Context: an optimization exercise on an open-source flow, tuned for small area. The choices shown serve that exercise and are no tape-out recipe. The RTL was checked by simulation tests, not by an equivalence proof against the original design. The flow treats the clock pin as an ideal source, which a real chip does not have. Power and IR drop assume default switching activity.

## JK
==> flow/design.v <==
module sd_adc (
    input  bit        clk,
    input  bit        rst,
    input  bit        adc_lvds_pin,
    output bit        adc_fb_pin,
    output bit [15:0] adc_output,
    output bit        adc_valid
);
    bit [7:0]  cnt;
    bit        ena, vld, fb;
    bit [16:0] cacc;
    bit [14:0] racc;
    bit        c4, rc4;
    bit [16:0] xs;
    bit [15:0] yr, zr;
    bit        y16, z16;
    bit [15:0] tr, s3, s2, hn;
    bit        cs, c2, c3, sat_hi, sat_lo;
    bit        nb0;
    bit        zo;
    wire c255 = (cnt == 8'd255);
    wire c0   = (cnt == 8'd0);
    wire first = c0 & ~ena;
    wire a    = fb & ~first;
    wire shift_in = (cnt[7:4] == 4'd0);                  
    wire k16      = (cnt == 8'd16);
    wire wr       = (cnt >= 8'd3)  && (cnt <= 8'd18);    
    wire zk = nb0 ? 1'b0 : (shift_in ? zr[0] : (k16 ? z16 : 1'b0));
    wire xk = xs[0];
    wire sk = xk ^ zk ^ cs;
    wire cs_n = (xk & zk) | (xk & cs) | (zk & cs);
    wire yj  = ~nb0 && (cnt != 8'd19) && zr[13];
    wire yj2 = ~nb0 && (cnt <= 8'd16) && zr[15];
    wire t    = yj ^ yj2 ^ c2;
    wire c2_n = (yj & yj2) | (yj & c2) | (yj2 & c2);
    wire ns   = ~sk;
    wire fo   = t ^ ns ^ c3;
    wire c3_n = (t & ns) | (t & c3) | (ns & c3);
    wire tin = wr ? fo : (sat_hi | (~sat_lo & tr[0]));
    bit [3:0]  cl, rl, cm, rm;
    bit        cl_c, rl_c, cm_c, rm_c;
    bit [16:0] cacc_n;
    bit [15:0] racc_n;
    bit [7:0]  cop, rop;
    function automatic bit [4:0] add4(input bit [3:0] x, input bit [3:0] y, input bit ci);
        bit [4:0] c;
        bit [3:0] r;
        c[0] = ci;
        for (int i = 0; i < 4; i++) begin
            r[i]   = x[i] ^ y[i] ^ c[i];
            c[i+1] = (x[i] & y[i]) | (x[i] & c[i]) | (y[i] & c[i]);
        end
        add4 = {c[4], r};
    endfunction
    function automatic bit [9:0] inc9(input bit [8:0] x, input bit ci);
        bit [9:0] c;
        bit [8:0] r;
        c[0] = ci;
        for (int i = 0; i < 9; i++) begin
            r[i]   = x[i] ^ c[i];
            c[i+1] = x[i] & c[i];
        end
        inc9 = {c[9], r};
    endfunction
    bit [9:0] ci9, ri9;
    always_comb begin
        cop = a ? ~cnt : 8'd0;
        rop = a ? cnt : 8'd0;
        {cl_c, cl} = add4(cacc[3:0], cop[3:0], 1'b0);
        {cm_c, cm} = add4(cacc[7:4], cop[7:4], c4);
        ci9 = inc9(cacc[16:8], cm_c);
        cacc_n = {ci9[8:0], cm, cl};
        {rl_c, rl} = add4(racc[3:0], rop[3:0], a);
        {rm_c, rm} = add4(racc[7:4], rop[7:4], rc4);
        ri9 = inc9({2'b00, racc[14:8]}, rm_c);
        racc_n = {ri9[7:0], rm, rl};
    end
    always_ff @(posedge clk) begin
        fb  <= adc_lvds_pin;
        ena <= c255;
        vld <= ena;
        cnt <= rst ? 8'd0 : cnt + 8'd1;
        if (c255 | first) begin
            cacc <= {1'b0, racc_n};
            c4   <= rl_c;
        end else begin
            cacc <= cacc_n;
            c4   <= cl_c;
        end
        racc <= (rst | c255) ? 15'd0 : racc_n[14:0];
        rc4  <= ~(rst | c255) & rl_c;
        nb0 <= rst | (nb0 & ~c255);
        zo  <= nb0;
        xs <= (xs >> 1) | (c255 ? cacc_n : 17'd0);
        yr <= {shift_in ? xs[0] & ~nb0 : yr[0], yr[15:1]};
        zr <= {shift_in ? yr[0] & ~nb0 : zr[0], zr[15:1]};
        cs <= c255 ? 1'b0 : cs_n;
        c2 <= (cnt == 8'd2) ? 1'b0 : c2_n;
        c3 <= (cnt == 8'd2) ? 1'b1 : c3_n;
        if (k16) begin
            y16    <= xs[0] & ~nb0;
            z16    <= y16 & ~nb0;
            sat_hi <= ~nb0 & (y16 | (xs[0] & z16));
            sat_lo <= 1'b0;
        end
        if (cnt == 8'd19) begin
            sat_hi <= sat_hi | (fo & ~tr[15]);
            sat_lo <= ~sat_hi & fo & tr[15];
        end
        tr <= {tin, tr[15:1]};
        s3 <= {wr ? tr[0] & ~nb0 : s3[0], s3[15:1]};
        s2 <= {wr ? s3[0] & ~nb0 : s2[0], s2[15:1]};
        hn <= {wr ? ~(s2[0] & ~nb0) : hn[0], hn[15:1]};
    end
    assign adc_fb_pin = fb;
    assign adc_valid  = vld;
    assign adc_output = ~({hn[1:0], hn[15:2]} | {16{zo}});
endmodule
clock: 5.0 ns
lec_check: 0
cap_margin: 20
core_margin: 2
core_utilization: 40
cts_buf_list: sky130_fd_sc_hd__clkbuf_2 sky130_fd_sc_hd__clkbuf_4 sky130_fd_sc_hd__clkbuf_8
slew_margin: 20
standard.sh (not shown) runs the stock make flow with config.mk's settings and CLKGATE_MAP_FILE= SYNTH_SCRIPT=/design/flow/synth_recipe.tcl, a recipe that flattens the netlist after the stock synthesis.
==> flow/flow/run.sh <==
#!/bin/bash
# Own layout flow: the standard ORFS flow (standard.sh), with
#  - CTS without dummy loads and with small clock buffers,
#  - port buffers of the smallest buffer cell,
#  - power recovery (downsizing on paths with slack) after global routing.
# The full output of the flow goes to standard.log in the work folder; ORFS
# keeps each step's own log under orfs/logs.
set -euo pipefail
export CTS_ARGS='-sink_clustering_enable -repair_clock_nets -dont_use_dummy_load -buf_list "sky130_fd_sc_hd__clkbuf_2 sky130_fd_sc_hd__clkbuf_4 sky130_fd_sc_hd__clkbuf_8"'
export BUFFER_PORTS_ARGS='-buffer_cell sky130_fd_sc_hd__buf_1'
export RECOVER_POWER=100
bash standard.sh > standard.log 2>&1
JK: PASS, flow complete, no timing, DRC or antenna violations
diff inputs: JK => MS
-- flow/design.v --
<<< JK, line 53
        add4 = {c[4], r};
    endfunction
    function automatic bit [9:0] inc9(input bit [8:0] x, input bit ci);
        bit [9:0] c;
        bit [8:0] r;
        c[0] = ci;
        for (int i = 0; i < 9; i++) begin
            r[i]   = x[i] ^ c[i];
            c[i+1] = x[i] & c[i];
        end
        inc9 = {c[9], r};
    endfunction
    bit [9:0] ci9, ri9;
    always_comb begin
        cop = a ? ~cnt : 8'd0;
>>> MS, line 53
        add4 = {c[4], r};
    endfunction
    always_comb begin
        cop = a ? ~cnt : 8'd0;
<<< JK, line 69
        {cl_c, cl} = add4(cacc[3:0], cop[3:0], 1'b0);
        {cm_c, cm} = add4(cacc[7:4], cop[7:4], c4);
        ci9 = inc9(cacc[16:8], cm_c);
        cacc_n = {ci9[8:0], cm, cl};
        {rl_c, rl} = add4(racc[3:0], rop[3:0], a);
        {rm_c, rm} = add4(racc[7:4], rop[7:4], rc4);
        ri9 = inc9({2'b00, racc[14:8]}, rm_c);
        racc_n = {ri9[7:0], rm, rl};
    end
    always_ff @(posedge clk) begin
>>> MS, line 58
        {cl_c, cl} = add4(cacc[3:0], cop[3:0], 1'b0);
        {cm_c, cm} = add4(cacc[7:4], cop[7:4], c4);
        cacc_n = {cacc[16:8] + {8'd0, cm_c}, cm, cl};
        {rl_c, rl} = add4(racc[3:0], rop[3:0], a);
        {rm_c, rm} = add4(racc[7:4], rop[7:4], rc4);
        racc_n = {{1'b0, racc[14:8]} + {7'd0, rm_c}, rm, rl};
    end
    always_ff @(posedge clk) begin
### Flow results
- Finished layout cell area, JK and MS: smaller value in JK
- From JK to MS the numbers moved as follows: worst setup slack now larger; chip height rose by about 0.44%.
- Measured against each other, JK and MS differ in proportion of synthesized area in mux cells, the lower figure coming from JK.
- JK → MS: combinational share of power +0.4 points; part of the power in the clock network lower; worst-case reg-to-reg path depth lower; largest clock skew in the final design rose 5.4 ps; routed wire length went up about 1.9%.
- Relative to JK, MS degrades die area.

========
Setup of the reference run:
// sd_adc: RTL as listed in full above, without the edits since
clock: 5.0 ns
lec_check: 0
cap_margin: 20
core_margin: 2
core_utilization: 40
slew_margin: 20
==> flow/flow/run.sh <==
#!/bin/bash
# Own layout flow: the standard ORFS flow (standard.sh), with
#  - CTS without dummy loads, built of buf_4; a POST_CTS hook
#    (upsize_clk.tcl) turns the clock buffers whose sinks see more than
#    115 ps of slew into buf_6,
#  - port buffers of the smallest buffer cell,
#  - power recovery (downsizing on paths with slack) after global routing.
# The full output of the flow goes to standard.log in the work folder; ORFS
# keeps each step's own log under orfs/logs.
set -euo pipefail
export CTS_ARGS='-sink_clustering_enable -repair_clock_nets -dont_use_dummy_load -buf_list sky130_fd_sc_hd__buf_4'
export POST_CTS_TCL="$PWD/flow/upsize_clk.tcl"
export BUFFER_PORTS_ARGS='-buffer_cell sky130_fd_sc_hd__buf_1'
export RECOVER_POWER=100
bash standard.sh > standard.log 2>&1
==> flow/flow/upsize_clk.tcl <==
# POST_CTS hook: the clock tree is built of buf_4; each clock buffer whose
# sinks see a slew above 115 ps (placement parasitics) becomes a buf_6,
# then the placement is legalized again.
estimate_parasitics -placement
set n 0
foreach inst [get_cells clkbuf*] {
  set worst 0
  set out [get_pins -of_objects $inst -filter "direction==output"]
  foreach p [get_pins -of_objects [get_nets -of_objects $out] -filter "direction==input"] {
    foreach k {slew_max_rise slew_max_fall} {
      set s [get_property $p $k]
      if {$s > $worst} { set worst $s }
    }
  }
  if {$worst > 0.115} {
    replace_cell $inst sky130_fd_sc_hd__buf_6
    incr n
  }
}
puts "upsize_clk: $n clock buffers upsized to buf_6"
detailed_placement
check_placement -verbose
The reference run: flow completed, timing, DRC and antenna clean
For the trial run, these inputs were changed with respect to the reference run:
-- flow/design.v --
<<< the reference run, line 30
    wire sk = xk ^ zk ^ cs;
    wire cs_n = (xk & zk) | (xk & cs) | (zk & cs);
    wire yj  = ~nb0 && (cnt != 8'd19) && zr[13];
    wire yj2 = ~nb0 && (cnt <= 8'd16) && zr[15];
    wire t    = yj ^ yj2 ^ c2;
    wire c2_n = (yj & yj2) | (yj & c2) | (yj2 & c2);
>>> the trial run, line 30
    wire sk = xk ^ zk ^ cs;
    wire cs_n = (xk & zk) | (xk & cs) | (zk & cs);
    wire yj  = ~nb0 && wr && zr[13];
    wire yj2 = ~nb0 && (shift_in || k16) && zr[15];     
    wire t    = yj ^ yj2 ^ c2;
    wire c2_n = (yj & yj2) | (yj & c2) | (yj2 & c2);
<<< the reference run, line 95
        yr <= {shift_in ? xs[0] & ~nb0 : yr[0], yr[15:1]};
        zr <= {shift_in ? yr[0] & ~nb0 : zr[0], zr[15:1]};
        cs <= c255 ? 1'b0 : cs_n;
        c2 <= (cnt == 8'd2) ? 1'b0 : c2_n;
        c3 <= (cnt == 8'd2) ? 1'b1 : c3_n;
>>> the trial run, line 95
        yr <= {shift_in ? xs[0] & ~nb0 : yr[0], yr[15:1]};
        zr <= {shift_in ? yr[0] & ~nb0 : zr[0], zr[15:1]};
        cs <= cs_n;
        c2 <= (cnt == 8'd2) ? 1'b0 : c2_n;
        c3 <= (cnt == 8'd2) ? 1'b1 : c3_n;
### Flow results
In the trial run, part of the power in the clock network is higher than in the reference run.
Routing usage on met3, the trial run and the reference run, lower one = the trial run.
Relative to the reference run, combinational cell fraction of total power has decreased by 0.2 points in the trial run.
Total count of hold-check failures in the final report: the trial run vs the reference run identical
On total track usage, the trial run and the reference run are neck and neck.
Critical path depth was higher in the run labelled the trial run.
On fraction of the cycle the final worst path needs: between the trial run and the reference run, it ends up higher for the trial run.
Relative to the reference run, non-clock buffer count increased by 1 in the trial run.

[afterwards: timing with drivers on the ports]
In the flow no input, the clock included, has a driving cell. The finished layouts below were timed again as built, in two steps. Step 1, drivers: a clkbuf_16 drives clk and a buf_2 each remaining input, both assumed. Step 2 times the ports against the registers' clock, not the clock port: input delays grow and output delays shrink by t, the midpoint of the rising clock arrivals with the driver on. a / b / c = ideal ports / drivers / drivers and shift; a / b = the first two.
run | shift t [ns] | setup WS [ns] | latest minus earliest clock arrival (ns) | worst register clock-pin slew, ns
JK | 0.456 | 0.825 / 0.825 / 0.825 | 0.040 / 0.040 | 0.09 / 0.09
MS | 0.458 | 1.113 / 1.113 / 1.113 | 0.031 / 0.032 | 0.09 / 0.09
the reference run | 0.391 | 0.820 / 0.820 / 0.820 | 0.032 / 0.031 | 0.10 / 0.10
the trial run | 0.417 | 0.399 / 0.399 / 0.399 | 0.040 / 0.039 | 0.11 / 0.11
After both steps setup and hold are still met in every run listed.
